Context: an optimization exercise on an open-source flow, tuned for small area, a short achievable clock period and few clock cycles. The choices shown serve that exercise and are no tape-out recipe. Where RTL was checked, it was by simulation tests only, not by an equivalence proof against the original. For runs 5 and 6, only the layout was checked, not whether the RTL still works. Power figures rest on the tool's default switching activity, not on a simulated workload.

==> design/flow/design.v <==
module period_summer (
    input  wire [4:0]  d,
    input  wire [1:0]  t,
    output wire [64:0] k1,
    output wire [64:0] k21,
    output wire [56:0] m
);
    assign k1 =
        ({65{d == 5'd3}} & 65'h3de) |
        ({65{d == 5'd4}} & 65'h1ffffffffffffe05c) |
        ({65{d == 5'd5}} & 65'hf2238) |
        ({65{d == 5'd6}} & 65'h1ffffffffff77ebac) |
        ({65{d == 5'd7}} & 65'h3b12b1c4) |
        ({65{d == 5'd8}} & 65'h1fffffffde79025ec) |
        ({65{d == 5'd9}} & 65'he6bc350edc) |
        ({65{d == 5'd10}} & 65'h1fffff7cea3677eec) |
        ({65{d == 5'd11}} & 65'h3854d482c784c) |
        ({65{d == 5'd12}} & 65'h1ffdffe6fccd802ec) |
        ({65{d == 5'd13}} & 65'hdc0b523742cc0ac) |
        ({65{d == 5'd14}} & 65'h182f99a4e642192ec) |
        ({65{d == 5'd15}} & 65'h1b8c348144228fc6c) |
        ({65{d == 5'd16}} & 65'h19ee5b0e524cdd2ec) |
        ({65{d == 5'd17}} & 65'h1bab47dd2bfd7f1ec) |
        ({65{d == 5'd18}} & 65'ha5e03b106996d2ec);
    assign k21 =
        ({65{d == 5'd4}} & 65'h2706) |
        ({65{d == 5'd5}} & 65'h2706) |
        ({65{d == 5'd6}} & 65'h18a1a) |
        ({65{d == 5'd7}} & 65'h55ed440) |
        ({65{d == 5'd8}} & 65'hb54b536) |
        ({65{d == 5'd9}} & 65'h1fffffffdbca77baa) |
        ({65{d == 5'd10}} & 65'he473704420) |
        ({65{d == 5'd11}} & 65'h1b5ff9e6bc6) |
        ({65{d == 5'd12}} & 65'h1ffffa89462c80386) |
        ({65{d == 5'd13}} & 65'h22d493c20e9cda) |
        ({65{d == 5'd14}} & 65'h22dcd86676d12e) |
        ({65{d == 5'd15}} & 65'h1f23f3c70cdca4f58) |
        ({65{d == 5'd16}} & 65'h16bc3ca5f687bc4da) |
        ({65{d == 5'd17}} & 65'h16bc3ca5f687bc4da) |
        ({65{d == 5'd18}} & 65'h1ea8a8882202300fc);
    assign m =
        ({57{d == 5'd2 && t == 2'd0}} & 57'hb) |
        ({57{d == 5'd3 && t == 2'd0}} & 57'h6f) |
        ({57{d == 5'd4 && t == 2'd0}} & 57'h65) |
        ({57{d == 5'd5 && t == 2'd0}} & 57'h2b67) |
        ({57{d == 5'd6 && t == 2'd0}} & 57'h3e9) |
        ({57{d == 5'd6 && t == 2'd1}} & 57'h2775) |
        ({57{d == 5'd6 && t == 2'd2}} & 57'h1b207) |
        ({57{d == 5'd7 && t == 2'd0}} & 57'h10f447) |
        ({57{d == 5'd8 && t == 2'd0}} & 57'h2711) |
        ({57{d == 5'd9 && t == 2'd0}} & 57'hf4629) |
        ({57{d == 5'd10 && t == 2'd0}} & 57'h186a1) |
        ({57{d == 5'd10 && t == 2'd1}} & 57'h6054ab5) |
        ({57{d == 5'd10 && t == 2'd2}} & 57'h423a35c7) |
        ({57{d == 5'd11 && t == 2'd0}} & 57'h2964619c7) |
        ({57{d == 5'd12 && t == 2'd0}} & 57'hf4241) |
        ({57{d == 5'd12 && t == 2'd1}} & 57'h5f60811) |
        ({57{d == 5'd12 && t == 2'd2}} & 57'h25a112eb5) |
        ({57{d == 5'd13 && t == 2'd0}} & 57'h102b36211c7) |
        ({57{d == 5'd14 && t == 2'd0}} & 57'h989681) |
        ({57{d == 5'd14 && t == 2'd1}} & 57'heb2eb63eb5) |
        ({57{d == 5'd14 && t == 2'd2}} & 57'ha1b01d4b1c7) |
        ({57{d == 5'd15 && t == 2'd0}} & 57'h2540d6aa1) |
        ({57{d == 5'd15 && t == 2'd1}} & 57'he9104f2029) |
        ({57{d == 5'd15 && t == 2'd2}} & 57'h650e124ef1c7) |
        ({57{d == 5'd16 && t == 2'd0}} & 57'h5f5e101) |
        ({57{d == 5'd17 && t == 2'd0}} & 57'h27797f26d671c7) |
        ({57{d == 5'd18 && t == 2'd0}} & 57'h3b9aca01) |
        ({57{d == 5'd18 && t == 2'd1}} & 57'he8d4b45241) |
        ({57{d == 5'd18 && t == 2'd2}} & 57'h38e67b515a029);
endmodule
module range_summer #(
    parameter W = 65
) (
    input  wire [W-1:0] a,
    input  wire [W-1:0] b,
    input  wire [W-1:0] c,
    input  wire [W-1:0] d,
    input  wire         ci0,
    input  wire         ci1,
    input  wire         ci2,
    output wire [W-1:0] s
);
    wire [W-1:0] s1 = a ^ b ^ c;
    wire [W-1:0] c1 = {(a[W-2:0] & b[W-2:0]) | (a[W-2:0] & c[W-2:0]) | (b[W-2:0] & c[W-2:0]), ci0};
    wire [W-1:0] s2 = s1 ^ c1 ^ d;
    wire [W-1:0] c2 = {(s1[W-2:0] & c1[W-2:0]) | (s1[W-2:0] & d[W-2:0]) | (c1[W-2:0] & d[W-2:0]), ci1};
    bk_add #(.W(W)) u_cpa (.a(s2), .b(c2), .ci(ci2), .s(s));
endmodule
module bk_add #(
    parameter W = 65
) (
    input  wire [W-1:0] a,
    input  wire [W-1:0] b,
    input  wire         ci,
    output wire [W-1:0] s
);
    reg [W-1:0] p, g;
    integer i, j;
    always @(*) begin
        p = a ^ b;
        g = a & b;
        g[0] = g[0] | (p[0] & ci);
        for (i = 1; (1 << i) <= W; i = i + 1)
            for (j = (1 << i) - 1; j < W; j = j + (1 << i)) begin
                g[j] = g[j] | (p[j] & g[j - (1 << (i - 1))]);
                p[j] = p[j] & p[j - (1 << (i - 1))];
            end
        for (i = 6; i > 0; i = i - 1)
            for (j = (1 << i) + (1 << (i - 1)) - 1; j < W; j = j + (1 << i)) begin
                g[j] = g[j] | (p[j] & g[j - (1 << (i - 1))]);
                p[j] = p[j] & p[j - (1 << (i - 1))];
            end
    end
    assign s = a ^ b ^ {g[W-2:0], ci};
endmodule
module day02_core #(
    parameter N_ADDR_BITS = 16
) (
    input  wire                 clk,
    input  wire                 rst,
    input  wire [7:0]           rom_data,
    input  wire                 rom_valid,
    output reg  [N_ADDR_BITS:0] rom_addr,
    output wire [63:0]          part1_result,
    output wire [63:0]          part2_result,
    output reg                  done
);
    reg rst_q;
    reg  [5:0]  rq;         
    reg         vq;         
    reg         hold;       
    reg  [5:0]  skid;
    reg         in_b;       
    reg         eot;        
    reg  [4:0]  dc;         
    reg  [35:0] pdig;       
    reg  [35:0] hist;       
    reg  [9:1]  dec;        
    reg  [9:1]  gt;         
    reg         qa;         
    reg         pm;         
    wire        is_dig = rq[4];
    wire [3:0]  dig    = rq[3:0];
    wire        more   = rq[5];    
    reg         qv;         
    reg  [4:0]  qd;
    reg  [35:0] qp;
    reg  [2:0]  qf;
    reg         qb;
    reg         qpair;      
    reg  [2:0]  qskip;
    reg         busy;
    reg  [4:0]  cd;         
    reg  [35:0] cp;         
    reg  [2:0]  cf;         
    reg         cb;         
    reg         cpair;      
    reg  [2:0]  cskip;      
    reg  [1:0]  t;          
    reg         ph;         
    reg  [3:0]  i;          
    reg  [3:0]  jr;         
    reg  [3:0]  pdq;        
    reg         kp1;        
    reg         kp21;       
    reg  [64:0] r;
    reg  [30:0] pb;         
    reg         bprev;      
    reg  [64:0] acc1;       
    reg  [64:0] accx;       
    assign part1_result = acc1[64:1];
    assign part2_result = accx[64:1];
    function [3:0] tlf;
        input [4:0] d;
        input [1:0] tt;
        begin
            if (tt == 2'd0)
                tlf = (d == 5'd4) ? 4'd2 : (d == 5'd6 || d == 5'd9) ? 4'd3 : (d == 5'd8) ? 4'd4 :
                      (d == 5'd10 || d == 5'd15) ? 4'd5 : (d == 5'd12) ? 4'd6 : (d == 5'd14) ? 4'd7 :
                      (d == 5'd16) ? 4'd8 : (d == 5'd18) ? 4'd9 : 4'd1;
            else if (tt == 2'd1)
                tlf = (d == 5'd15) ? 4'd3 : (d == 5'd12) ? 4'd4 : (d == 5'd18) ? 4'd6 : 4'd2;
            else
                tlf = (d == 5'd12) ? 4'd2 : (d == 5'd18) ? 4'd3 : 4'd1;
        end
    endfunction
    function [3:0] nib;
        input [35:0] v;
        input [3:0]  k;
        begin
            case (k)
                4'd0: nib = v[3:0];
                4'd1: nib = v[7:4];
                4'd2: nib = v[11:8];
                4'd3: nib = v[15:12];
                4'd4: nib = v[19:16];
                4'd5: nib = v[23:20];
                4'd6: nib = v[27:24];
                4'd7: nib = v[31:28];
                default: nib = v[35:32];
            endcase
        end
    endfunction
    function three;
        input [4:0] d;
        three = (d == 5'd6) || (d == 5'd10) || (d == 5'd12) || (d == 5'd14) ||
                (d == 5'd15) || (d == 5'd18);
    endfunction
    function [1:0] nxt;
        input [2:0] sk;
        input [1:0] fr;
        input       th;
        begin
            if (fr == 2'd0 && !sk[0])
                nxt = 2'd0;
            else if (fr <= 2'd1 && th && !sk[1])
                nxt = 2'd1;
            else if (fr <= 2'd2 && th && !sk[2])
                nxt = 2'd2;
            else
                nxt = 2'd3;
        end
    endfunction
    wire [1:0] tn     = nxt(cskip, t + 2'd1, three(cd));
    wire       last_t = (tn == 2'd3);
    wire       half_t = (t == 2'd0) && !cd[0];
    wire       f_t    = (t == 2'd0) ? cf[0] : (t == 2'd1) ? cf[1] : cf[2];
    wire       jl     = (jr == 4'd0);
    wire       adj    = jl && !cpair;         
    wire       sg     = (cpair ? f_t : cb) ^ (t == 2'd2);    
    wire [64:0] k1, k21;
    wire [56:0] mval;
    period_summer u_tab (.d(cd), .t(t), .k1(k1), .k21(k21), .m(mval));
    reg       c_on, c_sh, d_on, d_sh, d_neg;
    always @(*) begin
        c_on = 1'b0; c_sh = 1'b0; d_on = 1'b1; d_sh = 1'b0; d_neg = 1'b0;
        if (adj && !f_t) begin                 
            case (pdq)
                4'd0: d_neg = 1'b1;
                4'd1: d_on = 1'b0;
                4'd2: ;
                4'd3: d_sh = 1'b1;
                4'd4: begin c_on = 1'b1; d_neg = 1'b1; end
                4'd5: begin c_on = 1'b1; d_on = 1'b0; end
                4'd6: c_on = 1'b1;
                4'd7: begin c_on = 1'b1; d_sh = 1'b1; end
                4'd8: begin c_on = 1'b1; c_sh = 1'b1; d_neg = 1'b1; end
                default: begin c_on = 1'b1; c_sh = 1'b1; d_on = 1'b0; end
            endcase
        end else if (adj) begin                
            case (pdq)
                4'd0: ;
                4'd1: d_sh = 1'b1;
                4'd2: begin c_on = 1'b1; d_neg = 1'b1; end
                4'd3: begin c_on = 1'b1; d_on = 1'b0; end
                4'd4: c_on = 1'b1;
                4'd5: begin c_on = 1'b1; d_sh = 1'b1; end
                4'd6: begin c_on = 1'b1; c_sh = 1'b1; d_neg = 1'b1; end
                4'd7: begin c_on = 1'b1; c_sh = 1'b1; d_on = 1'b0; end
                4'd8: begin c_on = 1'b1; c_sh = 1'b1; end
                default: begin c_on = 1'b1; c_sh = 1'b1; d_sh = 1'b1; end
            endcase
        end else begin                         
            case (pdq)
                4'd0: d_on = 1'b0;
                4'd1: ;
                4'd2: d_sh = 1'b1;
                4'd3: begin c_on = 1'b1; d_neg = 1'b1; end
                4'd4: begin c_on = 1'b1; d_on = 1'b0; end
                4'd5: c_on = 1'b1;
                4'd6: begin c_on = 1'b1; d_sh = 1'b1; end
                4'd7: begin c_on = 1'b1; c_sh = 1'b1; d_neg = 1'b1; end
                4'd8: begin c_on = 1'b1; c_sh = 1'b1; d_on = 1'b0; end
                default: begin c_on = 1'b1; c_sh = 1'b1; end
            endcase
        end
    end
    wire [2:0] bw0 = {pb[1:0], bprev};
    wire [2:0] bw1 = pb[3:1];
    wire b0_on  = (bw0 != 3'b000) && (bw0 != 3'b111);
    wire b0_two = (bw0 == 3'b011) || (bw0 == 3'b100);
    wire b0_neg = bw0[2];
    wire b1_on  = (bw1 != 3'b000) && (bw1 != 3'b111);
    wire b1_two = (bw1 == 3'b011) || (bw1 == 3'b100);
    wire b1_neg = bw1[2];
    wire [2:0] bw2 = pb[5:3];
    wire b2_on  = (bw2 != 3'b000) && (bw2 != 3'b111);
    wire b2_two = (bw2 == 3'b011) || (bw2 == 3'b100);
    wire b2_neg = bw2[2];
    wire blast  = (pb[30:5] == 26'd0);         
    wire p0     = busy && !ph && (t != 2'd3);
    wire p1     = busy && ph;
    wire kc     = busy && !ph && (t == 2'd3);  
    wire mrg    = eot && !busy && !qv && !done;
    wire fold1  = p1 && !b2_on && half_t && kp1;
    wire fold21 = p1 && !b2_on && !half_t && kp21;
    wire kc1    = kc && kp1;
    wire kc21   = kc && !kp1;
    wire kp1_n  = kp1 && !fold1 && !kc1;
    wire kp21_n = kp21 && !fold21 && !kc21;
    wire to1    = (p1 && half_t) || kc1;
    wire last_cyc = (p1 && blast && last_t && !kp1_n && !kp21_n) || (kc && !(kp1_n || kp21_n));
    wire cready   = !busy || last_cyc;
    wire sep     = vq && !is_dig && !eot;
    wire pairok  = qa && in_b && pm && (dc == qd);
    wire hold_a  = qa && in_b && pm && (!sep || dc == qd);
    wire cload   = qv && cready && !hold_a;   
    wire qfree   = !qv || cload;
    wire pair_tk = sep && pairok;
    wire take    = sep && (pairok || qfree);
    wire stall   = !hold && sep && !(pairok || qfree);
    wire [64:0] xv   = ph ? r : {8'd0, mval};
    wire        first = (i == 4'd0);
    wire        kon  = fold1 || fold21 || kc;
    wire        uc   = p0 ? c_on  : (p1 && b1_on);
    wire        ucs  = p0 ? c_sh  : b1_two;
    wire        ucn  = p1 && (b1_neg ^ !sg);
    wire        ud   = p0 ? d_on  : (p1 && b0_on);
    wire        uds  = p0 ? d_sh  : b0_two;
    wire        udn  = p0 ? d_neg : (b0_neg ^ !sg);
    wire [64:0] oa   = p0 ? (first ? 65'd0 : r << 3) : (to1 ? acc1 : accx);
    wire [64:0] kv   = (fold1 || kc1) ? k1 : k21;
    wire        ub2  = p1 && b2_on;
    wire        ubn  = kon ? !cb : (ub2 && (b2_neg ^ !sg));
    wire [64:0] ob   = p0 ? (first ? 65'd0 : r << 1) : ub2 ? (b2_two ? r << 5 : r << 4) :
                       kon ? kv : mrg ? acc1 : 65'd0;
    wire [64:0] oc   = uc ? (ucs ? xv << 3 : xv << 2) : 65'd0;
    wire [64:0] od   = ud ? (uds ? xv << 1 : xv) : 65'd0;
    wire        ncn  = uc && ucn;
    wire        ndn  = ud && udn;
    wire [64:0] sum;
    range_summer #(.W(65)) u_add (
        .a(oa), .b(ubn ? ~ob : ob), .c(ncn ? ~oc : oc), .d(ndn ? ~od : od),
        .ci0(ubn), .ci1(ncn), .ci2(ndn), .s(sum));
    wire [30:0] pbm = first ? 31'd0 : pb;
    wire [30:0] pbn;
    range_summer #(.W(31)) u_pb (
        .a(pbm << 3), .b(pbm << 1), .c({27'd0, pdq}), .d(31'd0),
        .ci0(1'b0), .ci1(1'b0), .ci2(1'b0), .s(pbn));
    integer li;
    always @(posedge clk) begin
        rst_q <= rst;
        hist  <= {hist[31:0], dig};
        r     <= p1 ? (r << 6) : sum;
        pb    <= p1 ? (pb >> 6) : (p0 && jl && cpair) ? 31'd2 : pbn;
        bprev <= p1 && pb[5];
        if (rst) begin
            rom_addr <= 0;
        end else if (rst_q) begin
            rom_addr <= 1;
        end else if (!vq || (!eot && (is_dig || take))) begin
            rom_addr <= rom_addr + 1'b1;
        end
        if (rst_q) begin
            qa   <= 1'b0;
            vq   <= 1'b0;
            hold <= 1'b0;
            in_b <= 1'b0;
            eot  <= 1'b0;
            dc   <= 5'd0;
            dec  <= 9'd0;
        end else begin
            if (stall) begin
                hold <= 1'b1;
                skid <= rom_data[5:0];
            end
            if (!vq || (!eot && (is_dig || take))) begin
                rq   <= hold ? skid : rom_data[5:0];
                vq   <= 1'b1;
                hold <= 1'b0;
            end
            if (cload) qa <= 1'b0;
            if (vq && !eot && is_dig) begin
                dc   <= dc + 5'd1;
                if ((dc < {1'b0, tlf(qd, 2'd0)} && dig != nib(qp, dc[3:0])) || dc == qd)
                    pm <= 1'b0;
                if (dc < 5'd9) pdig[dc*4 +: 4] <= dig;
                for (li = 1; li <= 9; li = li + 1) begin
                    if (!dec[li] && dc >= li && dig != hist[(li-1)*4 +: 4]) begin
                        dec[li] <= 1'b1;
                        gt[li]  <= dig > hist[(li-1)*4 +: 4];
                    end
                end
            end
            if (take) begin
                dc   <= 5'd0;
                dec  <= 9'd0;
                in_b <= !in_b;
                if (in_b && !more) eot <= 1'b1;
                qa   <= !in_b && (dc != 5'd1);
                pm   <= 1'b1;
            end
        end
        if (rst_q) begin
            qv <= 1'b0;
        end else begin
            if (cload) qv <= 1'b0;
            if (pair_tk) begin
                qpair <= 1'b1;
                for (li = 0; li < 3; li = li + 1) begin
                    qf[li]    <= dec[tlf(dc, li)] ? gt[tlf(dc, li)] : 1'b1;
                    qskip[li] <= (dec[tlf(dc, li)] ? gt[tlf(dc, li)] : 1'b1) == qf[li];
                end
            end else if (take && dc != 5'd1) begin
                qv    <= 1'b1;
                qd    <= dc;
                qp    <= pdig;
                for (li = 0; li < 3; li = li + 1)
                    qf[li] <= dec[tlf(dc, li)] ? gt[tlf(dc, li)] : in_b;
                qb    <= in_b;
                qpair <= 1'b0;
                qskip <= 3'd0;
            end
        end
        if (rst_q) begin
            busy <= 1'b0;
            acc1 <= 65'd0;
            accx <= 65'd0;
        end else begin
            if (p1 || kc || mrg) begin
                if (to1) acc1 <= sum;
                else     accx <= sum;
            end
            kp1  <= kp1_n;
            kp21 <= kp21_n;
            if (p0) begin
                i   <= i + 4'd1;
                jr  <= jr - 4'd1;
                pdq <= nib(cp, i + 4'd1);
                if (jl) ph <= 1'b1;
            end
            if (p1) begin
                if (blast) begin
                    ph  <= 1'b0;
                    i   <= 4'd0;
                    jr  <= tlf(cd, tn) - 4'd1;
                    pdq <= cp[3:0];
                    t   <= tn;
                end
            end
            if (last_cyc) busy <= 1'b0;
            if (cload) begin
                busy  <= (nxt(qskip, 2'd0, three(qd)) != 2'd3);
                cd    <= qd;
                cp    <= qp;
                cf    <= qf;
                cb    <= qb;
                cpair <= qpair;
                cskip <= qskip;
                t     <= nxt(qskip, 2'd0, three(qd));
                ph    <= 1'b0;
                i     <= 4'd0;
                jr    <= tlf(qd, nxt(qskip, 2'd0, three(qd))) - 4'd1;
                pdq   <= qp[3:0];
                kp1   <= !qpair && (qd >= 5'd3);
                kp21  <= !qpair && (qd >= 5'd4);
            end
        end
        if (rst || rst_q) done <= 1'b0;
        else if (mrg) done <= 1'b1;
    end
endmodule
==> design/flow/flow/run.sh <==
#!/bin/bash
# The standard layout (standard.sh), with two changes:
#  - after the standard synthesis, OpenROAD's restructure re-maps the logic
#    between the registers for area (flow/restructure.tcl), with a copy of the
#    platform library that leaves out its don't-use cells (flow/filter_lib.py);
#  - buf_2 cells as the port buffers.
# Each tool's output goes to its own log in this folder.
set -eo pipefail
export BUFFER_PORTS_ARGS="-buffer_cell sky130_fd_sc_hd__buf_2"
bash standard.sh synth > standard_synth.log 2>&1
export RESULTS=$PWD/orfs/results/sky130hd/day02_core/base
export LIB=$FLOW_HOME/platforms/sky130hd/lib/sky130_fd_sc_hd__tt_025C_1v80.lib
export LIB_RS=$PWD/restructure_lib.lib
python3 flow/filter_lib.py "$LIB" "$LIB_RS" '*__lpflow_*' '*__probe*' '*__fill_*' \
    '*__dlygate*' '*__dlymetal*' '*__clkdly*' > filter_lib.log 2>&1
mkdir -p restructure_work
export WORK=$PWD/restructure_work
openroad -no_init -exit flow/restructure.tcl > restructure.log 2>&1
bash standard.sh > standard.log 2>&1
==> design/flow/flow/filter_lib.py <==
#!/usr/bin/env python3
# Writes a copy of a liberty file without the cells whose names match the given
# glob patterns (the platform's don't-use cells), for restructure/ABC.
import sys, fnmatch
src, dst, pats = sys.argv[1], sys.argv[2], sys.argv[3:]
text = open(src).read()
out = []
pos = 0
while True:
    i = text.find('cell (', pos)
    if i < 0:
        out.append(text[pos:])
        break
    # start of the line holding the cell group
    ls = text.rfind('\n', 0, i) + 1
    name = text[i + 6:text.find(')', i)].strip().strip('"')
    j = text.find('{', i)
    depth, k = 1, j + 1
    while depth:
        c = text[k]
        if c == '{':
            depth += 1
        elif c == '}':
            depth -= 1
        k += 1
    out.append(text[pos:ls])
    if not any(fnmatch.fnmatch(name, p) for p in pats):
        out.append(text[ls:k])
    pos = k
open(dst, 'w').write(''.join(out))
==> design/flow/flow/restructure.tcl <==
# Area recovery on the synthesized netlist: OpenROAD's restructure re-maps the
# combinational logic between registers with ABC (the registers are untouched).
# ABC maps to $::env(LIB_RS), the platform library less its don't-use cells.
set results $::env(RESULTS)
read_db $results/1_synth.odb
read_liberty $::env(LIB)
read_sdc $results/1_synth.sdc
report_design_area
restructure -liberty_file $::env(LIB_RS) -target area \
    -tielo_port sky130_fd_sc_hd__conb_1/LO -tiehi_port sky130_fd_sc_hd__conb_1/HI \
    -work_dir $::env(WORK)
report_design_area
write_db $results/1_synth.odb
==> design/flow/standard.sh <==
#!/bin/bash
# synth_recipe.tcl (not shown) runs the flow's synth.tcl, then flattens the netlist and writes it again
# the make line also repeats each setting of config.mk as NAME=value (left out here)
make -C /OpenROAD-flow-scripts/flow DESIGN_CONFIG=/design/flow/config.mk WORK_HOME=/design/flow/orfs CLKGATE_MAP_FILE= SYNTH_SCRIPT=/design/flow/synth_recipe.tcl "${@:-finish}"
==> design/flow/config.mk <==
export PLATFORM = sky130hd
export DESIGN_NAME = day02_core
export DESIGN_NICKNAME = day02_core
export VERILOG_FILES = /design/flow/design.v
export SDC_FILE = /design/flow/constraint.sdc
export NUM_CORES = 8
export LEC_CHECK = 0
export ABC_AREA = 1
export CAP_MARGIN = 20
export CORE_MARGIN = 2
export CORE_UTILIZATION = 40
export CTS_CLUSTER_DIAMETER = 100
export CTS_CLUSTER_SIZE = 20
export SLEW_MARGIN = 20
==> design/flow/constraint.sdc <==
create_clock -name core_clock -period 60.0 [get_ports {clk}]
set_input_delay 12.0000 -clock core_clock [delete_from_list [all_inputs] [get_ports {clk}]]
set_output_delay 12.0000 -clock core_clock [all_outputs]
set_load 0.01 [all_outputs]
==> impl_results.md, run 1 <==
- Final Util: 0.446
- Num CTS Buffers: 35
- R2r worst-path depth: 32
- Critical path peak fanout: 3
- Buf+Inv Stages, Crit Path: 1
- Slowest-stage cell, CP: dfxtp_1
- Cts repair resizes: 0
- Drt total wl: 132 mm
- Hold Path Cell Cnt: 0
- Static Leak: 12.2 nW
- Pwr dens: 31.0 mW/mm2
- Post-synthesis average cell area: 7.95 um2
- Internal reg-to-reg setup slack: 48.80 ns
- Clock latency (worst-skew pair): 0.61 ns
- Setup TNS: 0 ns
- Minimum clock period: 13.28 ns
- Top cell family by delay on the critical path: flip-flops
- Syn_nets: 4,280
- Levels on crit path: 1
- Worst slack at placement: 47.14 ns
- Psw: 493 uW
- Synth Instances: 4,269
- Hold endpoint: hist[12]
- Count of yosys warnings during synthesis: 3
- Worst flop-to-flop path endpoint: r[64]
- Placer congestion estimate: 1.03
- Final period utilization: 0.221
- # port buffers: 153
- GRT Residual Overflow: 0
- Worst-margin pin slew: 1.21 ns
- Reg clk slew, reported paths: 0.08 ns
- Die width: 295 um
- Final Hold Vio Count: 0
- Setup crit end kind: output pin
- Fraction of layout cells with a size suffix above 1: 0.0676
- Detailed Routing Iterations Pass 1: 7
- Worst EP required: 48.00 ns
- Slew margin rel.: 0.191
- Vias in the first global route: 32,500
- HP Class: reg2reg
- Initial core utilization: 0.405
- Worst setup SP type: flop
- DRC viols: 0
- Core area: 0.0838 mm2
- Post-CTS Setup Bufs: 0
- Site Rows: 106
- Area of the multi-input gates: 0.0209 mm2
- Post-DR vias/cell: 6.29
- Sw frac: 0.425
- RSZ-0062 raised after global routing: false
- Fmax: 75.3 MHz
- Finished Layout Cells: 5,555
- # diodes: 0
- Clock root cell: clkbuf_16
- Pin count of the biggest net entering global routing: 85
- CTS tree: built
- Most frequent cells in the layout: 583 x nor2_1, 509 x o21ai_0, 343 x nand2_1, 315 x dfxtp_1, 293 x clkinv_1
- Commonest non-fill, non-tap cell in the layout: nor2_1
- Crit Path Class: reg2out
- Met1 Use GR: 0.373
- Clock Path Buffers: 3
- Area Growth Syn to Fin: 10.3%
- CTS hold repair buffers: 0
- Placed cell count: 5,493
- GRT Util Overall: 0.293
- Starting DRT DRC Count: 3,579
- Final WS setup: 46.72 ns
- Max VDD drop: 0.0220 mV
- Clk network pwr share: 0.218
- Fin. max-slew vios: 0
- Max stage delay on crit path: 0.46 ns
- Vias post-DR: 34,900
- Combinational Power Share: 0.408
- Met3 Usage GRT: 0.0412
- GR peak layer: met2
- H-tree levels: 2
- Sequential fraction of design power: 0.374
- Final setup viols: 0
- Post-Syn Area: 0.0339 mm2
- Internal Power: 668 uW
- Grt met2 use: 0.489
- Post-DR wirelength/cell: 23.7 um
- Layout fillers: 8,567
- Critical path arrival: 1.28 ns
- # Max-Cap Violations: 0
- Die area: 0.0871 mm2
- Worst reg2reg startpoint: cd[2]
- Status: complete, no violations
- First-pass GRT wire length: 198 mm
- Worst hold path startpoint: hist[8]
- Initial antenna violation count: 2
- Die height: 295 um
- FF+latch area: 0.0115 mm2
- Final net count: 4,407
- Clk sinks: 489
- Crit path cell chain: buf_2
- Skew final: 0.0365 ns
- DP HPWL: 96.1 mm
- Routed Antenna Nets: 0
- # IOs: 157
## registers in the layout (all words and copies together), names as in the netlist, 5 cells and up, named ones only
signal	count
acc1	65
accx	65
cd	5
cp	36
dc	5
dec	9
gt	9
hist	36
pb	31
pdig	36
qd	5
qp	36
r	65
rom_addr	17
rq	6
skid	6
## layout make-up
| class | instances | share of cell area |
|---|---|---|
| Clock inverter | 14 | 0.00512 |
| Sequential cell | 489 | 0.308 |
| Inverter | 302 | 0.0306 |
| Timing Repair Buffer | 219 | 0.0337 |
| Tap cell | 1134 | 0.0379 |
| Multi-Input combinational cell | 3349 | 0.560 |
| Clock buffer | 48 | 0.0250 |
## power groups by stage
stage / logic, mW / clock network, mW / registers (mW)
floorplan: 0.351 / 0 / 0.420
detailed placement: 0.462 / 0 / 0.439
CTS: 0.464 / 0.259 / 0.431
global placement: 0.456 / 0 / 0.438
finish: 0.474 / 0.253 / 0.434
global route: 0.526 / 0.271 / 0.437
## stage by stage
stage	power (mW)	hold slack, ns	area [um2]
final	1.16	0.373	37400
after global routing	1.23	0.384	37400
after floorplan	0.771	0.347	33900
after global placement	0.894	0.360	36300
after detailed placement	0.900	0.360	36300
after CTS	1.15	0.374	37400
## worst reg2reg max path, delay by kind of cell (launching register included)
| kind | cells | cell delay [ns] |
|---|---|---|
| AOI/OAI and AO/OA | 16 | 4.39 |
| DFF | 1 | 0.46 |
| buffers and inverters | 6 | 1.84 |
| and+or+nand+nor | 10 | 4.40 |
## how the worst max path moves through the flow
| stage | from | endpoint | slack [ns] |
|---|---|---|---|
| floorplan | ph | acc1[64] | 38.44 |
| global route | done | done | 46.69 |
| finish | accx[25] | part2_result[24] | 46.72 |
| global placement | rst | rom_addr[16] | 47.12 |
| detailed placement | rst | rom_addr[16] | 47.14 |
| CTS | done | done | 46.70 |
## layer usage
metal  part of all wire  wire length, um
met1               0.42            55100
met2               0.46            60700
met3              0.071             9360
met4              0.049             6500
met5                  0                0
Testbench counts, summed over its fixed seeds: cycles 35,727.
==> run 2, diff against run 1 <==
--- a/design/flow/config.mk
+++ b/design/flow/config.mk
@@ -10,5 +10,5 @@
 export CORE_MARGIN = 2
 export CORE_UTILIZATION = 40
 export CTS_CLUSTER_DIAMETER = 100
-export CTS_CLUSTER_SIZE = 20
+export CTS_CLUSTER_SIZE = 25
 export SLEW_MARGIN = 20
==> run 2 against run 1 <==
  * Still clean
  * Final area decreased by 0.32%
  * Combinational power about the same
  * Maximum frequency decreased by 0.41%
  * Register-to-register slack improved by 0.08 ns
  * Largest power group unchanged
  * Highest routed layer unchanged
==> impl_results.md, run 2 <==
- Status: complete, no violations (unchanged)
- Critical path arrival: 1.33 ns (was 1.28 ns)
- Synth Instances: 4,269 (unchanged)
- Syn_nets: 4,280 (unchanged)
- Post-DR vias/cell: 6.27 (was 6.29)
- # diodes: 0 (unchanged)
- Most frequent cells in the layout: 583 x nor2_1, 509 x o21ai_0, 343 x nand2_1, 315 x dfxtp_1, 293 x clkinv_1 (unchanged)
- Final setup viols: 0 (unchanged)
- Post-CTS Setup Bufs: 0 (unchanged)
- First-pass GRT wire length: 198 mm (about the same)
- Biggest regs: acc1: 65 flops, accx: 65 flops, r: 65 flops (unchanged)
- Worst setup SP type: flop (unchanged)
- Die width: 295 um (unchanged)
- Die area: 0.0871 mm2 (unchanged)
- Worst hold path startpoint: hist[8] (unchanged)
- Crit Path Class: reg2out (unchanged)
- Worst reg2reg startpoint: cd[2] (unchanged)
- GRT Residual Overflow: 0 (unchanged)
- Die height: 295 um (unchanged)
- Fin. max-slew vios: 0 (unchanged)
- Slowest-stage cell, CP: dfxtp_1 (unchanged)
- Tot Pwr: 1.14 mW (was 1.16 mW)
- Worst-margin pin slew: 1.15 ns (was 1.21 ns)
- Detailed Routing Iterations Pass 1: 6 (was 7)
- Cts repair resizes: 0 (unchanged)
- Met3 Usage GRT: 0.0364 (was 0.0412)
- GR peak layer: met2 (unchanged)
- Worst slack at placement: 47.14 ns (unchanged)
- Vias in the first global route: 32,400 (was 32,500)
- FF+latch area: 0.0115 mm2 (unchanged)
- Layout fillers: 8,585 (was 8,567)
- Routed Antenna Nets: 0 (unchanged)
- Buf+Inv Stages, Crit Path: 1 (unchanged)
- Worst EP required: 48.00 ns (about the same)
- Clk sinks: 489 (unchanged)
- Pwr dens: 30.6 mW/mm2 (was 31.0 mW/mm2)
- Slew margin rel.: 0.230 (was 0.191)
- Post-DR wirelength/cell: 23.7 um (about the same)
- Minimum clock period: 13.33 ns (was 13.28 ns)
- Site Rows: 106 (unchanged)
- Max VDD drop: 0.0270 mV (was 0.0220 mV)
- Pin count of the biggest net entering global routing: 85 (unchanged)
- # IOs: 157 (unchanged)
- Clock latency (worst-skew pair): 0.66 ns (was 0.61 ns)
- Drt total wl: 132 mm (about the same)
- # Max-Cap Violations: 0 (unchanged)
- Initial core utilization: 0.405 (unchanged)
- RSZ-0062 raised after global routing: false (unchanged)
- Final Hold Vio Count: 0 (unchanged)
- Num CTS Buffers: 30 (was 35)
- Met1 Use GR: 0.375 (was 0.373)
- Area Growth Syn to Fin: 9.90% (was 10.3%)
- Placer congestion estimate: 1.03 (unchanged)
- CTS hold repair buffers: 0 (unchanged)
- Count of yosys warnings during synthesis: 3 (unchanged)
- WHS: 0.375 ns (was 0.373 ns)
- Post-Syn Area: 0.0339 mm2 (unchanged)
- Crit path cell chain: buf_2 (unchanged)
- H-tree levels: 1 (was 2)
- Clock Path Buffers: 3 (unchanged)
- Fraction of layout cells with a size suffix above 1: 0.0666 (was 0.0676)
- Post-synthesis average cell area: 7.95 um2 (unchanged)
- Setup crit end kind: output pin (unchanged)
- GRT Util Overall: 0.292 (was 0.293)
- CTS tree: built (unchanged)
- DP HPWL: 96.1 mm (unchanged)
- HP Class: reg2reg (unchanged)
- Final net count: 4,402 (was 4,407)
- Area of the multi-input gates: 0.0209 mm2 (unchanged)
- Final period utilization: 0.222 (was 0.221)
- Final Util: 0.445 (was 0.446)
- Critical path peak fanout: 3 (unchanged)
- Worst Setup SP: accx[25] (unchanged)
- Reg clk slew, reported paths: 0.09 ns (was 0.08 ns)
- Initial antenna violation count: 2 (unchanged)
- Core area: 0.0838 mm2 (unchanged)
- Vias post-DR: 34,800 (was 34,900)
- # port buffers: 153 (unchanged)
- Clock root cell: clkbuf_16 (unchanged)
- Top cell family by delay on the critical path: flip-flops (unchanged)
- Skew final: 0.0287 ns (was 0.0365 ns)
- Starting DRT DRC Count: 3,783 (was 3,579)
- Max stage delay on crit path: 0.46 ns (about the same)
- Internal reg-to-reg setup slack: 48.88 ns (was 48.80 ns)
- Static Leak: 12.1 nW (was 12.2 nW)
- DRC viols: 0 (unchanged)
- Commonest non-fill, non-tap cell in the layout: nor2_1 (unchanged)
- Grt met2 use: 0.489 (about the same)
- Setup TNS: 0 ns (unchanged)
- Fmax: 75.0 MHz (was 75.3 MHz)
- Final WS setup: 46.67 ns (was 46.72 ns)
-- run 2: stage by stage --
step                      instances  instance area (um2)
after CTS                      5549                37300
after detailed placement       5493                36300
after floorplan                4269                33900
after global placement         5493                36300
final                          5549                37300
after global routing           5549                37300
-- run 2: power breakdown --
group,total [mW],switching [mW],internal (mW)
clock network,0.234,0.131,0.103
registers,0.434,0.0473,0.387
logic,0.474,0.312,0.162
-- run 2: worst paths after layout --
| check | end | depth (start not counted) |
|---|---|---|
| worst max-delay path | part2_result[24] | 1 |
| worst max register to register | r[64] | 32 |
| worst min register to register | hist[12] | 0 |
| worst min-delay path | hist[12] | 0 |
-- run 2: final cells by class --
cell class	count	share of cell area
Clock buffer	41	0.0212
Sequential cell	489	0.309
Inverter	302	0.0307
Multi-Input combinational cell	3349	0.561
Clock inverter	15	0.00574
Tap cell	1134	0.0381
Timing Repair Buffer	219	0.0338
-- run 2: per-layer routing --
layer	vias up	share of wire
met5	-	0
met4	0	0.050
met3	316	0.066
met2	1374	0.46
met1	16400	0.42
li1	16700	-
==> run 3, diff against run 2 <==
--- a/design/flow/config.mk
+++ b/design/flow/config.mk
@@ -8,7 +8,6 @@
 export ABC_AREA = 1
 export CAP_MARGIN = 20
 export CORE_MARGIN = 2
-export CORE_UTILIZATION = 40
-export CTS_CLUSTER_DIAMETER = 100
-export CTS_CLUSTER_SIZE = 25
+export CORE_UTILIZATION = 65
+export PLACE_DENSITY = 0.75
 export SLEW_MARGIN = 20
==> run 3 against run 2 <==
  * Still clean
  * Synthesized cell count unchanged
  * Final area up 0.67%
  * Sequential share of layout area fell by 0.21 points
  * Critical path depth unchanged
  * Via count increased by 7.2%
  * First-iteration DRC count grew 40%
  * Combinational power grew 2%
  * Final cell count is 7.5% lower
  * Sequential cell count unchanged
  * Highest routed layer is now met5
==> impl_results.md, run 3 <==
- Worst-margin pin slew: 1.24 ns (was 1.15 ns)
- Final period utilization: 0.222 (about the same)
- Crit path cell chain: buf_2 (unchanged)
- Commonest non-fill, non-tap cell in the layout: nor2_1 (unchanged)
- Num CTS Buffers: 52 (was 30)
- Worst EP required: 48.00 ns (about the same)
- Routed Antenna Nets: 0 (unchanged)
- FF+latch area: 0.0115 mm2 (unchanged)
- Slew margin rel.: 0.166 (was 0.230)
- # port buffers: 153 (unchanged)
- Setup TNS: 0 ns (unchanged)
- Max stage delay on crit path: 0.53 ns (was 0.46 ns)
- Pin count of the biggest net entering global routing: 111 (was 85)
- # diodes: 0 (unchanged)
- Post-DR vias/cell: 7.27 (was 6.27)
- Final Hold Vio Count: 0 (unchanged)
- Clk sinks: 489 (unchanged)
- Post-Syn Area: 0.0339 mm2 (unchanged)
- Syn_nets: 4,280 (unchanged)
- # Max-Cap Violations: 0 (unchanged)
- Pwr dens: 33.6 mW/mm2 (was 30.6 mW/mm2)
- Final net count: 4,422 (was 4,402)
- Detailed Routing Iterations Pass 1: 7 (was 6)
- Minimum clock period: 13.33 ns (about the same)
- GRT Residual Overflow: 0 (unchanged)
- Synth Instances: 4,269 (unchanged)
- Post-synthesis average cell area: 7.95 um2 (unchanged)
- CTS tree: built (unchanged)
- Core area: 0.0514 mm2 (was 0.0838 mm2)
- Site Rows: 83 (was 106)
- Starting DRT DRC Count: 5,278 (was 3,783)
- Clock latency (worst-skew pair): 0.65 ns (was 0.66 ns)
- Placed cell count: 5,036 (was 5,493)
- Finished Layout Cells: 5,132 (was 5,549)
- DRC viols: 0 (unchanged)
- Fmax: 75.0 MHz (about the same)
- Area of the multi-input gates: 0.0209 mm2 (about the same)
- Initial antenna violation count: 1 (was 2)
- Die width: 232 um (was 295 um)
- Placer congestion estimate: 1.10 (was 1.03)
- Drt total wl: 126 mm (was 132 mm)
- Cts repair resizes: 0 (unchanged)
- GRT Util Overall: 0.448 (was 0.292)
- Initial core utilization: 0.660 (was 0.405)
- Static Leak: 12.5 nW (was 12.1 nW)
- Layout fillers: 4,011 (was 8,585)
- Critical path arrival: 1.33 ns (about the same)
- Clock Path Buffers: 3 (unchanged)
- Vias post-DR: 37,300 (was 34,800)
- Post-CTS Setup Bufs: 0 (unchanged)
- Status: complete, no violations (unchanged)
- Final setup viols: 0 (unchanged)
- Worst setup SP type: flop (unchanged)
- Top cell family by delay on the critical path: flip-flops (unchanged)
- DP HPWL: 87.2 mm (was 96.1 mm)
- CTS hold repair buffers: 0 (unchanged)
- Die area: 0.0540 mm2 (was 0.0871 mm2)
- Buf+Inv Stages, Crit Path: 1 (unchanged)
- Setup crit end kind: output pin (unchanged)
- Die height: 232 um (was 295 um)
- Vias in the first global route: 33,700 (was 32,400)
- Fraction of layout cells with a size suffix above 1: 0.0739 (was 0.0666)
- Count of yosys warnings during synthesis: 3 (unchanged)
- RSZ-0062 raised after global routing: false (unchanged)
- Most frequent cells in the layout: 583 x nor2_1, 510 x o21ai_0, 343 x nand2_1, 315 x dfxtp_1, 297 x clkinv_1 (was 583 x nor2_1, 509 x o21ai_0, 343 x nand2_1, 315 x dfxtp_1, 293 x clkinv_1)
- Crit Path Class: reg2out (unchanged)
- Reg clk slew, reported paths: 0.06 ns (was 0.09 ns)
- Clock root cell: clkbuf_16 (unchanged)
- Post-DR wirelength/cell: 24.6 um (was 23.7 um)
- Biggest regs: acc1: 65 flops, accx: 65 flops, r: 65 flops (unchanged)
- Area Growth Syn to Fin: 10.6% (was 9.90%)
- Slowest-stage cell, CP: dfxtp_1 (unchanged)
- Tot Pwr: 1.26 mW (was 1.14 mW)
- First-pass GRT wire length: 190 mm (was 198 mm)
- Final Util: 0.730 (was 0.445)
- # IOs: 157 (unchanged)
- Max VDD drop: 0.0292 mV (was 0.0270 mV)
- Fin. max-slew vios: 0 (unchanged)
- H-tree levels: 2 (was 1)
- Skew final: 0.0528 ns (was 0.0287 ns)
- Critical path peak fanout: 3 (unchanged)
- HP Class: reg2reg (unchanged)
==> run 3: worst paths after layout <==
check,start,endpoint,slack [ns],depth (start not counted)
worst max register to register,t[0],r[64],47.96,36
worst min register to register,hist[28],hist[32],0.37,0
worst max-delay path,done,done,46.67,1
worst min-delay path,hist[28],hist[32],0.37,0
==> run 3: metrics by stage <==
stage	hold WS [ns]	setup WS [ns]	cell area, um2
6_report	0.367	46.67	37500
5_1_grt	0.373	46.67	37500
4_1_cts	0.365	46.65	37500
3_5_place_dp	0.357	47.17	35700
3_3_place_gp	0.357	47.21	35700
2_1_floorplan	0.347	38.44	33900
==> run 3: routing by layer <==
metal  global-route usage  part of all wire  routed length [um]  up-vias
li1                     -                 -                   -    16700
met3                0.113              0.13               16500      596
met5                    0           0.00014                  18        -
met2                0.679              0.43               53800     2807
met4                0.212             0.052                6580        2
met1                0.597              0.39               49200    17200
==> run 3: report_power, final <==
part / leakage (nW) / switching, mW / internal [mW]
logic: 7.42 / 0.320 / 0.162
clock network: 0.874 / 0.144 / 0.200
registers: 4.19 / 0.0486 / 0.388
total: 12.5 / 0.513 / 0.749
==> run 3: cell type report <==
cell class | instances | area share
Tap cell | 680 | 0.0227
Clock inverter | 31 | 0.0120
Inverter | 302 | 0.0304
Clock buffer | 64 | 0.0367
Multi-Input combinational cell | 3349 | 0.558
Sequential cell | 489 | 0.307
Timing Repair Buffer | 217 | 0.0336
==> run 4, diff against run 3 <==
--- a/design/flow/config.mk
+++ b/design/flow/config.mk
@@ -9,5 +9,7 @@
 export CAP_MARGIN = 20
 export CORE_MARGIN = 2
 export CORE_UTILIZATION = 65
+export CTS_CLUSTER_DIAMETER = 100
+export CTS_CLUSTER_SIZE = 20
 export PLACE_DENSITY = 0.75
 export SLEW_MARGIN = 20
==> run 4 against run 3 <==
  * Still clean on timing, DRC and antenna
  * Sequential power is essentially flat
  * Combinational power shrank 1%
  * Critical path depth is the same
  * Power shrank 11%
  * Sequential cell count is the same
  * Core utilization shrank 1.9 points
  * Maximum frequency shrank 0.46%
  * Hold slack lost 0.011 ns
  * Wire length shrank 2.3%
  * Synthesized area is the same
  * Critical endpoint unchanged
  * Largest power group unchanged
  * Highest routed layer unchanged
==> impl_results.md, run 4 <==
- Fmax: 74.6 MHz (was 75.0 MHz)
- Die width: 232 um (unchanged)
- Vias post-DR: 36,700 (was 37,300)
- Buf+Inv Stages, Crit Path: 1 (unchanged)
- Skew final: 0.0288 ns (was 0.0528 ns)
- Post-CTS Setup Bufs: 0 (unchanged)
- Commonest non-fill, non-tap cell in the layout: nor2_1 (unchanged)
- Fraction of layout cells with a size suffix above 1: 0.0638 (was 0.0739)
- Final instance area: 0.0365 mm2 (was 0.0375 mm2)
- Cell Area, Placed: 0.0357 mm2 (unchanged)
- Site Rows: 83 (unchanged)
- Sw frac: 0.429 (was 0.407)
- Critical path peak fanout: 3 (unchanged)
- Most frequent cells in the layout: 583 x nor2_1, 510 x o21ai_0, 343 x nand2_1, 315 x dfxtp_1, 294 x clkinv_1 (was 583 x nor2_1, 510 x o21ai_0, 343 x nand2_1, 315 x dfxtp_1, 297 x clkinv_1)
- CTS tree: built (unchanged)
- Final Hold Vio Count: 0 (unchanged)
- Worst setup SP type: flop (unchanged)
- DRC viols: 0 (unchanged)
- Hold Path Cell Cnt: 0 (unchanged)
- Vias in the first global route: 33,100 (was 33,700)
- Setup TNS: 0 ns (unchanged)
- Combinational Power Share: 0.425 (was 0.382)
- HP Class: reg2reg (unchanged)
- Area Growth Syn to Fin: 7.72% (was 10.6%)
- Post-Syn Area: 0.0339 mm2 (unchanged)
- Pwr dens: 30.7 mW/mm2 (was 33.6 mW/mm2)
- Post-DR wirelength/cell: 24.2 um (was 24.6 um)
- Biggest regs: acc1: 65 flops, accx: 65 flops, r: 65 flops (unchanged)
- Drt total wl: 123 mm (was 126 mm)
- # port buffers: 153 (unchanged)
- Psw: 481 uW (was 513 uW)
- R2r worst-path depth: 36 (unchanged)
- Layout fillers: 4,179 (was 4,011)
- Slew margin rel.: 0.243 (was 0.166)
- Num CTS Buffers: 29 (was 52)
- Initial antenna violation count: 4 (was 1)
- Post-synthesis average cell area: 7.95 um2 (unchanged)
- Minimum clock period: 13.40 ns (was 13.33 ns)
- CTS hold repair buffers: 0 (unchanged)
- Worst-margin pin slew: 1.12 ns (was 1.24 ns)
- Initial core utilization: 0.660 (unchanged)
- Clk sinks: 489 (unchanged)
- Detailed Routing Iterations Pass 1: 10 (was 7)
- Clock latency (worst-skew pair): 0.65 ns (about the same)
- Internal Power: 639 uW (was 749 uW)
- Top cell family by delay on the critical path: flip-flops (unchanged)
- Worst EP required: 48.00 ns (about the same)
- Clk network pwr share: 0.186 (was 0.272)
- Max VDD drop: 0.0293 mV (was 0.0292 mV)
- # Max-Cap Violations: 0 (unchanged)
- First-pass GRT wire length: 186 mm (was 190 mm)
- Placer congestion estimate: 1.10 (unchanged)
- Reg clk slew, reported paths: 0.09 ns (was 0.06 ns)
- Cts repair resizes: 0 (unchanged)
- Final period utilization: 0.223 (was 0.222)
- Slowest-stage cell, CP: dfxtp_1 (unchanged)
- Post-DR vias/cell: 7.21 (was 7.27)
- Synth Instances: 4,269 (unchanged)
- Max stage delay on crit path: 0.54 ns (was 0.53 ns)
- Crit path cell chain: buf_2 (unchanged)
- Routed Antenna Nets: 0 (unchanged)
- Final net count: 4,399 (was 4,422)
- Setup crit end kind: output pin (unchanged)
- GRT Util Overall: 0.436 (was 0.448)
- H-tree levels: 1 (was 2)
- Sequential fraction of design power: 0.389 (was 0.346)
- Status: complete, no violations (unchanged)
- Count of yosys warnings during synthesis: 3 (unchanged)
- # IOs: 157 (unchanged)
- Critical path arrival: 1.40 ns (was 1.33 ns)
- Clock Path Buffers: 3 (unchanged)
- Static Leak: 12.0 nW (was 12.5 nW)
- Pin count of the biggest net entering global routing: 111 (unchanged)
- Starting DRT DRC Count: 5,197 (was 5,278)
- DP HPWL: 87.2 mm (unchanged)
- Levels on crit path: 1 (unchanged)
- Fin. max-slew vios: 0 (unchanged)
- Final setup viols: 0 (unchanged)
- Crit Path Class: reg2out (unchanged)
- Syn_nets: 4,280 (unchanged)
- Core area: 0.0514 mm2 (unchanged)
- Clock root cell: clkbuf_16 (unchanged)
- Die height: 232 um (unchanged)
- RSZ-0062 raised after global routing: false (unchanged)
- Die area: 0.0540 mm2 (unchanged)
- GRT Residual Overflow: 0 (unchanged)
## run 4: cell types whose count changed in the layout (fill, tap and decap cells not counted), sizes merged
cell,delta
clkbuf,-23
clkinv,-12
bufinv,-8
clkinvlp,-5
diode,+1
## run 4: worst paths after layout
kind / slack [ns] / startpoint / endpoint
hold reg to reg: 0.36 / hist[20] / hist[24]
hold / removal: 0.36 / hist[20] / hist[24]
setup reg to reg: 48.13 / t[0] / r[64]
setup / recovery: 46.60 / done / done
## run 4: layout make-up
cell class              count  area (um2)  share of cell area
multi-input cells        3349       20900               0.573
well taps                 680         851              0.0233
inverters                 302        1140              0.0313
diodes                      1        2.50           0.0000685
clock buffers              41         771              0.0211
flip-flops and latches    489       11500               0.315
clock inverters             6        63.8             0.00175
repair buffers            217        1260              0.0346
## run 4: power groups by stage
stage	clock network (mW)	registers [mW]	logic, mW
3_5_place_dp	0	0.438	0.456
6_report	0.208	0.436	0.476
5_1_grt	0.219	0.437	0.519
2_1_floorplan	0	0.420	0.351
3_3_place_gp	0	0.437	0.441
4_1_cts	0.209	0.431	0.459
## run 4: layer usage
| metal | GRT usage | vias to the layer above | part of all wire |
|---|---|---|---|
| met3 | 0.109 | 548 | 0.13 |
| met4 | 0.194 | 4 | 0.053 |
| met5 | 0 | - | 0.00024 |
| met1 | 0.584 | 16800 | 0.39 |
| li1 | - | 16600 | - |
| met2 | 0.665 | 2648 | 0.42 |
## run 4: metrics by stage
step | std cells | util | worst slack, ns | hold slack (ns) | power [mW]
2_1_floorplan | 4269 | - | 38.44 | 0.347 | 0.771
3_5_place_dp | 5036 | 0.694 | 47.17 | 0.357 | 0.894
3_3_place_gp | 5036 | 0.694 | 47.21 | 0.357 | 0.878
5_1_grt | 5084 | 0.711 | 46.62 | 0.369 | 1.18
4_1_cts | 5083 | 0.710 | 46.60 | 0.359 | 1.10
6_report | 5085 | 0.711 | 46.60 | 0.356 | 1.12
==> run 5, diff against run 4 <==
--- a/design/flow/design.v
+++ b/design/flow/design.v
@@ -288,13 +288,13 @@
     wire b2_on  = (bw2 != 3'b000) && (bw2 != 3'b111);
     wire b2_two = (bw2 == 3'b011) || (bw2 == 3'b100);
     wire b2_neg = bw2[2];
-    wire blast  = (pb[30:5] == 26'd0);         
+    wire blast  = (pb[30:3] == 28'd0);         
     wire p0     = busy && !ph && (t != 2'd3);
     wire p1     = busy && ph;
     wire kc     = busy && !ph && (t == 2'd3);  
     wire mrg    = eot && !busy && !qv && !done;
-    wire fold1  = p1 && !b2_on && half_t && kp1;
-    wire fold21 = p1 && !b2_on && !half_t && kp21;
+    wire fold1  = p1 && half_t && kp1;
+    wire fold21 = p1 && !half_t && kp21;
     wire kc1    = kc && kp1;
     wire kc21   = kc && !kp1;
     wire kp1_n  = kp1 && !fold1 && !kc1;
@@ -321,7 +321,7 @@
     wire        udn  = p0 ? d_neg : (b0_neg ^ !sg);
     wire [64:0] oa   = p0 ? (first ? 65'd0 : r << 3) : (to1 ? acc1 : accx);
     wire [64:0] kv   = (fold1 || kc1) ? k1 : k21;
-    wire        ub2  = p1 && b2_on;
+    wire        ub2  = 1'b0;
     wire        ubn  = kon ? !cb : (ub2 && (b2_neg ^ !sg));
     wire [64:0] ob   = p0 ? (first ? 65'd0 : r << 1) : ub2 ? (b2_two ? r << 5 : r << 4) :
                        kon ? kv : mrg ? acc1 : 65'd0;
@@ -342,9 +342,9 @@
     always @(posedge clk) begin
         rst_q <= rst;
         hist  <= {hist[31:0], dig};
-        r     <= p1 ? (r << 6) : sum;
-        pb    <= p1 ? (pb >> 6) : (p0 && jl && cpair) ? 31'd2 : pbn;
-        bprev <= p1 && pb[5];
+        r     <= p1 ? (r << 4) : sum;
+        pb    <= p1 ? (pb >> 4) : (p0 && jl && cpair) ? 31'd2 : pbn;
+        bprev <= p1 && pb[3];
         if (rst) begin
             rom_addr <= 0;
         end else if (rst_q) begin
--- a/design/flow/config.mk
+++ b/design/flow/config.mk
@@ -8,8 +8,5 @@
 export ABC_AREA = 1
 export CAP_MARGIN = 20
 export CORE_MARGIN = 2
-export CORE_UTILIZATION = 65
-export CTS_CLUSTER_DIAMETER = 100
-export CTS_CLUSTER_SIZE = 20
-export PLACE_DENSITY = 0.75
+export CORE_UTILIZATION = 40
 export SLEW_MARGIN = 20
==> run 5 against run 4 <==
  * Via count decreased by 6.9%
  * Core utilization down 26 points
  * Final cell count up 7.4%
  * Sequential share of layout area fell by 0.65 points
  * Critical path depth did not move
  * Hold slack worse by 0.0011 ns
  * Worst setup slack gained 0.10 ns
  * Wire length rose by 4.4%
  * Critical path type unchanged
  * Largest cell class unchanged
  * Largest power group unchanged
==> impl_results.md, run 5 <==
- Critical path arrival: 1.29 ns (was 1.40 ns)
- Clock root cell: clkbuf_16 (unchanged)
- Top cell family by delay on the critical path: flip-flops (unchanged)
- Psw: 467 uW (was 481 uW)
- Fin. max-slew vios: 0 (unchanged)
- Routed Antenna Nets: 0 (unchanged)
- Post-DR wirelength/cell: 23.6 um (was 24.2 um)
- Site Rows: 105 (was 83)
- Commonest non-fill, non-tap cell in the layout: nor2_1 (unchanged)
- # IOs: 157 (unchanged)
- Sw frac: 0.377 (was 0.429)
- Initial antenna violation count: 0 (was 4)
- Post-DR vias/cell: 6.25 (was 7.21)
- Synth Instances: 4,200 (was 4,269)
- Cts repair resizes: 0 (unchanged)
- Core area: 0.0820 mm2 (was 0.0514 mm2)
- Initial core utilization: 0.404 (was 0.660)
- Detailed Routing Iterations Pass 1: 9 (was 10)
- Status: complete, no violations (unchanged)
- Levels on crit path: 1 (unchanged)
- Vias post-DR: 34,100 (was 36,700)
- Internal Power: 773 uW (was 639 uW)
- Die width: 292 um (was 232 um)
- Post-CTS Setup Bufs: 0 (unchanged)
- Die height: 292 um (was 232 um)
- Die area: 0.0851 mm2 (was 0.0540 mm2)
- Reg clk slew, reported paths: 0.06 ns (was 0.09 ns)
- DP HPWL: 92.2 mm (was 87.2 mm)
- Starting DRT DRC Count: 3,076 (was 5,197)
- Clock latency (worst-skew pair): 0.67 ns (was 0.65 ns)
- Sequential fraction of design power: 0.346 (was 0.389)
- R2r worst-path depth: 41 (was 36)
- Post-Syn Area: 0.0331 mm2 (was 0.0339 mm2)
- Worst EP required: 48.00 ns (about the same)
- Max stage delay on crit path: 0.46 ns (was 0.54 ns)
- First-pass GRT wire length: 193 mm (was 186 mm)
- HP Class: reg2reg (unchanged)
- WHS: 0.355 ns (was 0.356 ns)
- Crit path cell chain: buf_2 (unchanged)
- Syn_nets: 4,211 (was 4,280)
- Combinational Power Share: 0.356 (was 0.425)
- Fraction of layout cells with a size suffix above 1: 0.0747 (was 0.0638)
- Setup TNS: 0 ns (unchanged)
- Crit Path Class: reg2out (unchanged)
- Clock Path Buffers: 3 (unchanged)
- H-tree levels: 2 (was 1)
- Final period utilization: 0.222 (was 0.223)
- Setup crit end kind: output pin (unchanged)
- Final Hold Vio Count: 0 (unchanged)
- Skew final: 0.0318 ns (was 0.0288 ns)
- Final net count: 4,351 (was 4,399)
- Static Leak: 12.5 nW (was 12.0 nW)
- CTS hold repair buffers: 0 (unchanged)
- Biggest regs: acc1: 65 flops, accx: 65 flops, r: 65 flops (unchanged)
- # diodes: 0 (was 1)
- Slowest-stage cell, CP: dfxtp_1 (unchanged)
- Buf+Inv Stages, Crit Path: 1 (unchanged)
- Num CTS Buffers: 57 (was 29)
- Minimum clock period: 13.29 ns (was 13.40 ns)
- Pin count of the biggest net entering global routing: 118 (was 111)
- Hold Path Cell Cnt: 0 (unchanged)
- Area Growth Syn to Fin: 12.7% (was 7.72%)
- Fmax: 75.2 MHz (was 74.6 MHz)
- Worst setup SP type: flop (unchanged)
- Worst-margin pin slew: 1.20 ns (was 1.12 ns)
- Pwr dens: 33.3 mW/mm2 (was 30.7 mW/mm2)
- Count of yosys warnings during synthesis: 3 (unchanged)
- RSZ-0062 raised after global routing: false (unchanged)
- Placer congestion estimate: 1.05 (was 1.10)
- GRT Util Overall: 0.290 (was 0.436)
- Vias in the first global route: 31,500 (was 33,100)
- Critical path peak fanout: 4 (was 3)
- Slew margin rel.: 0.197 (was 0.243)
- Post-synthesis average cell area: 7.89 um2 (was 7.95 um2)
- Final setup viols: 0 (unchanged)
- Clk network pwr share: 0.298 (was 0.186)
- # Max-Cap Violations: 0 (unchanged)
- Most frequent cells in the layout: 666 x nor2_1, 454 x o22ai_1, 327 x clkinv_1, 315 x dfxtp_1, 284 x o21ai_0 (was 583 x nor2_1, 510 x o21ai_0, 343 x nand2_1, 315 x dfxtp_1, 294 x clkinv_1)
- GRT Residual Overflow: 0 (unchanged)
- # port buffers: 153 (unchanged)
- Clk sinks: 489 (unchanged)
- Max VDD drop: 0.0231 mV (was 0.0293 mV)
- CTS tree: built (unchanged)
- DRC viols: 0 (unchanged)
- Drt total wl: 129 mm (was 123 mm)
run 5: area by class of cell:
cell class / count / area, um2
repair buffers: 210 / 1240
well taps: 1070 / 1340
flip-flops and latches: 489 / 11500
multi-input cells: 3252 / 20000
inverters: 330 / 1250
clock buffers: 69 / 1500
fillers: 8289 / 44700
clock inverters: 39 / 492
run 5: per-layer routing:
layer	GRT usage	share of wire	wire length [um]	up-vias
met2	0.474	0.46	58600	1383
met5	0	0	0	-
met1	0.377	0.43	55100	16000
met4	0.121	0.043	5580	0
met3	0.0517	0.072	9290	263
li1	-	-	-	16500
run 5: stage by stage:
step	total power, mW	worst slack [ns]	cells	cell area (um2)	util
finish	1.24	46.71	5459	37300	0.455
global route	1.31	46.68	5459	37300	0.455
CTS	1.24	46.66	5458	37300	0.455
detailed placement	0.868	47.20	5350	35300	0.430
global placement	0.863	47.20	5350	35300	0.430
floorplan	0.758	38.15	4200	33100	-
run 5: final timing paths:
path / start / to / slack, ns
min: hist[27] / hist[31] / 0.36
max reg2reg: t[1] / accx[64] / 47.23
min reg2reg: hist[27] / hist[31] / 0.36
max: acc1[30] / part1_result[29] / 46.71
run 5: power groups by stage:
stage | sequential (mW) | clock (mW) | combinational [mW]
finish | 0.429 | 0.370 | 0.442
global placement | 0.434 | 0 | 0.429
CTS | 0.427 | 0.377 | 0.436
detailed placement | 0.434 | 0 | 0.434
global route | 0.432 | 0.390 | 0.490
floorplan | 0.417 | 0 | 0.341
==> run 6, diff against run 5 <==
--- a/design/flow/design.v
+++ b/design/flow/design.v
@@ -165,7 +165,7 @@
     reg         kp1;        
     reg         kp21;       
     reg  [64:0] r;
-    reg  [30:0] pb;         
+    reg  [29:0] pb;         
     reg         bprev;      
     reg  [64:0] acc1;       
     reg  [64:0] accx;       
@@ -288,7 +288,7 @@
     wire b2_on  = (bw2 != 3'b000) && (bw2 != 3'b111);
     wire b2_two = (bw2 == 3'b011) || (bw2 == 3'b100);
     wire b2_neg = bw2[2];
-    wire blast  = (pb[30:3] == 28'd0);         
+    wire blast  = (pb[29:3] == 27'd0);         
     wire p0     = busy && !ph && (t != 2'd3);
     wire p1     = busy && ph;
     wire kc     = busy && !ph && (t == 2'd3);  
@@ -311,7 +311,6 @@
     wire take    = sep && (pairok || qfree);
     wire stall   = !hold && sep && !(pairok || qfree);
     wire [64:0] xv   = ph ? r : {8'd0, mval};
-    wire        first = (i == 4'd0);
     wire        kon  = fold1 || fold21 || kc;
     wire        uc   = p0 ? c_on  : (p1 && b1_on);
     wire        ucs  = p0 ? c_sh  : b1_two;
@@ -319,11 +318,11 @@
     wire        ud   = p0 ? d_on  : (p1 && b0_on);
     wire        uds  = p0 ? d_sh  : b0_two;
     wire        udn  = p0 ? d_neg : (b0_neg ^ !sg);
-    wire [64:0] oa   = p0 ? (first ? 65'd0 : r << 3) : (to1 ? acc1 : accx);
+    wire [64:0] oa   = p0 ? r << 3 : (to1 ? acc1 : accx);
     wire [64:0] kv   = (fold1 || kc1) ? k1 : k21;
     wire        ub2  = 1'b0;
     wire        ubn  = kon ? !cb : (ub2 && (b2_neg ^ !sg));
-    wire [64:0] ob   = p0 ? (first ? 65'd0 : r << 1) : ub2 ? (b2_two ? r << 5 : r << 4) :
+    wire [64:0] ob   = p0 ? r << 1 : ub2 ? (b2_two ? r << 5 : r << 4) :
                        kon ? kv : mrg ? acc1 : 65'd0;
     wire [64:0] oc   = uc ? (ucs ? xv << 3 : xv << 2) : 65'd0;
     wire [64:0] od   = ud ? (uds ? xv << 1 : xv) : 65'd0;
@@ -333,17 +332,16 @@
     range_summer #(.W(65)) u_add (
         .a(oa), .b(ubn ? ~ob : ob), .c(ncn ? ~oc : oc), .d(ndn ? ~od : od),
         .ci0(ubn), .ci1(ncn), .ci2(ndn), .s(sum));
-    wire [30:0] pbm = first ? 31'd0 : pb;
-    wire [30:0] pbn;
-    range_summer #(.W(31)) u_pb (
-        .a(pbm << 3), .b(pbm << 1), .c({27'd0, pdq}), .d(31'd0),
+    wire [29:0] pbn;
+    range_summer #(.W(30)) u_pb (
+        .a(pb << 3), .b(pb << 1), .c({26'd0, pdq}), .d(30'd0),
         .ci0(1'b0), .ci1(1'b0), .ci2(1'b0), .s(pbn));
     integer li;
     always @(posedge clk) begin
         rst_q <= rst;
         hist  <= {hist[31:0], dig};
-        r     <= p1 ? (r << 4) : sum;
-        pb    <= p1 ? (pb >> 4) : (p0 && jl && cpair) ? 31'd2 : pbn;
+        r     <= p0 ? sum : (p1 && !blast) ? (r << 4) : 65'd0;
+        pb    <= p0 ? ((jl && cpair) ? 30'd2 : pbn) : (p1 && !blast) ? (pb >> 4) : 30'd0;
         bprev <= p1 && pb[3];
         if (rst) begin
             rom_addr <= 0;
--- a/design/flow/config.mk
+++ b/design/flow/config.mk
@@ -8,5 +8,8 @@
 export ABC_AREA = 1
 export CAP_MARGIN = 20
 export CORE_MARGIN = 2
-export CORE_UTILIZATION = 40
+export CORE_UTILIZATION = 65
+export CTS_CLUSTER_DIAMETER = 100
+export CTS_CLUSTER_SIZE = 20
+export PLACE_DENSITY = 0.75
 export SLEW_MARGIN = 20
==> run 6 against run 5 <==
  * Still clean
  * Die area is 38% lower
  * Critical path depth unchanged
  * Sequential share of layout area up 1.5 points
  * Wire length shrank 11%
  * Via count increased by 1.9%
  * Combinational power is 55% lower
  * Final area shrank 4.8%
  * Critical path type unchanged
  * Largest cell class unchanged
==> impl_results.md, run 6 <==
- CTS hold repair buffers: 0 (unchanged)
- H-tree levels: 1 (was 2)
- Final Hold Vio Count: 0 (unchanged)
- Count of yosys warnings during synthesis: 3 (unchanged)
- Post-DR wirelength/cell: 23.5 um (was 23.6 um)
- Fmax: 74.7 MHz (was 75.2 MHz)
- GRT Util Overall: 0.416 (was 0.290)
- Worst-margin pin slew: 1.21 ns (was 1.20 ns)
- Tot Pwr: 784 uW (was 1.24 mW)
- # IOs: 157 (unchanged)
- Crit Path Class: reg2out (unchanged)
- Post-CTS Setup Bufs: 0 (unchanged)
- Crit path cell chain: buf_2 (unchanged)
- Minimum clock period: 13.39 ns (was 13.29 ns)
- Fin. max-slew vios: 0 (unchanged)
- Critical path arrival: 1.39 ns (was 1.29 ns)
- Cell Area, Placed: 0.0346 mm2 (was 0.0353 mm2)
- Buf+Inv Stages, Crit Path: 1 (unchanged)
- Clock Path Buffers: 3 (unchanged)
- # Max-Cap Violations: 0 (unchanged)
- Pin count of the biggest net entering global routing: 145 (was 118)
- Num CTS Buffers: 29 (was 57)
- Clock root cell: clkbuf_16 (unchanged)
- DRC viols: 0 (unchanged)
- Final WS setup: 46.61 ns (was 46.71 ns)
- Site Rows: 82 (was 105)
- Die area: 0.0526 mm2 (was 0.0851 mm2)
- GRT Residual Overflow: 0 (unchanged)
- Max stage delay on crit path: 0.55 ns (was 0.46 ns)
- Clk network pwr share: 0.272 (was 0.298)
- Worst setup SP type: flop (unchanged)
- # diodes: 0 (unchanged)
- Routed Antenna Nets: 0 (unchanged)
- Drt total wl: 114 mm (was 129 mm)
- FF+latch area: 0.0115 mm2 (about the same)
- Layout fillers: 4,106 (was 8,289)
- Slowest-stage cell, CP: dfxtp_1 (unchanged)
- Clock latency (worst-skew pair): 0.64 ns (was 0.67 ns)
- WHS: 0.356 ns (was 0.355 ns)
- Commonest non-fill, non-tap cell in the layout: nor2_1 (unchanged)
- DP HPWL: 80.2 mm (was 92.2 mm)
- Sw frac: 0.332 (was 0.377)
- Psw: 260 uW (was 467 uW)
- Final instance area: 0.0355 mm2 (was 0.0373 mm2)
- Status: complete, no violations (unchanged)
- Syn_nets: 4,062 (was 4,211)
- Cts repair resizes: 0 (unchanged)
- Placer congestion estimate: 1.10 (was 1.05)
- Max VDD drop: 0.0261 mV (was 0.0231 mV)
-- run 6: cell count changes in the layout (fill, tap and decap cells not counted), moves of 42 or more --
| cell | change |
|---|---|
| clkinv_1 | -47 |
| o21ai_0 | +176 |
| nand2_1 | +77 |
| a2bb2oi_1 | -62 |
| xnor2_1 | +46 |
| o2bb2ai_1 | -47 |
| o221a_1 | +100 |
| and2_0 | -75 |
| o221ai_1 | +42 |
| nor2_1 | -189 |
| o22ai_1 | -270 |
-- run 6: power by group through the flow --
stage | Sequential [mW] | Combinational (mW) | Clock [mW]
6_report | 0.374 | 0.197 | 0.213
5_1_grt | 0.376 | 0.213 | 0.226
4_1_cts | 0.373 | 0.190 | 0.214
3_5_place_dp | 0.381 | 0.188 | 0
3_3_place_gp | 0.380 | 0.183 | 0
2_1_floorplan | 0.377 | 0.144 | 0
-- run 6: metal layers --
| metal | vias up | global-route usage | wire length [um] |
|---|---|---|---|
| li1 | 15900 | - | - |
| met2 | 2267 | 0.628 | 48600 |
| met5 | - | 0 | 13 |
| met4 | 2 | 0.158 | 4410 |
| met3 | 352 | 0.0931 | 14400 |
| met1 | 16200 | 0.582 | 46500 |
-- run 6: worst paths after layout --
kind	startpoint	end	slack (ns)	cells after the start
hold / removal	hist[24]	hist[28]	0.36	0
setup reg to reg	t[0]	r[64]	49.03	35
hold reg to reg	hist[24]	hist[28]	0.36	0
setup / recovery	done	done	46.61	1
-- run 6: final cells by class --
class,instances,share of cell area
inverters,284,0.0303
well taps,672,0.0237
repair buffers,207,0.0332
flip-flops and latches,488,0.324
clock inverters,6,0.00236
multi-input cells,3150,0.565
clock buffers,42,0.0218

[re-timing with driven ports]
The results above use ideal ports. As a check the final layouts listed here were re-extracted and re-timed, cells and wires unchanged. Step 1 assumes that a clkbuf_16 drives the clock port and a buf_2 every other input. Step 2, shift: input delay + t, output delay - t, t = (earliest + latest rising clock arrival at the registers) / 2. This alone moves slack from input paths to output paths. a / b / c = no drivers / after step 1 / after step 2; a / b = the first two.
run	t (ns)	setup slack, ns
run 1	0.657	46.721 / 46.654 / 47.136
run 2	0.710	46.667 / 46.602 / 47.156
run 3	0.691	46.665 / 46.600 / 47.062
run 4	0.697	46.604 / 46.541 / 47.172
run 5	0.720	46.708 / 46.641 / 47.172
run 6	0.699	46.606 / 46.541 / 47.144
After both steps setup and hold are still met in every run listed.
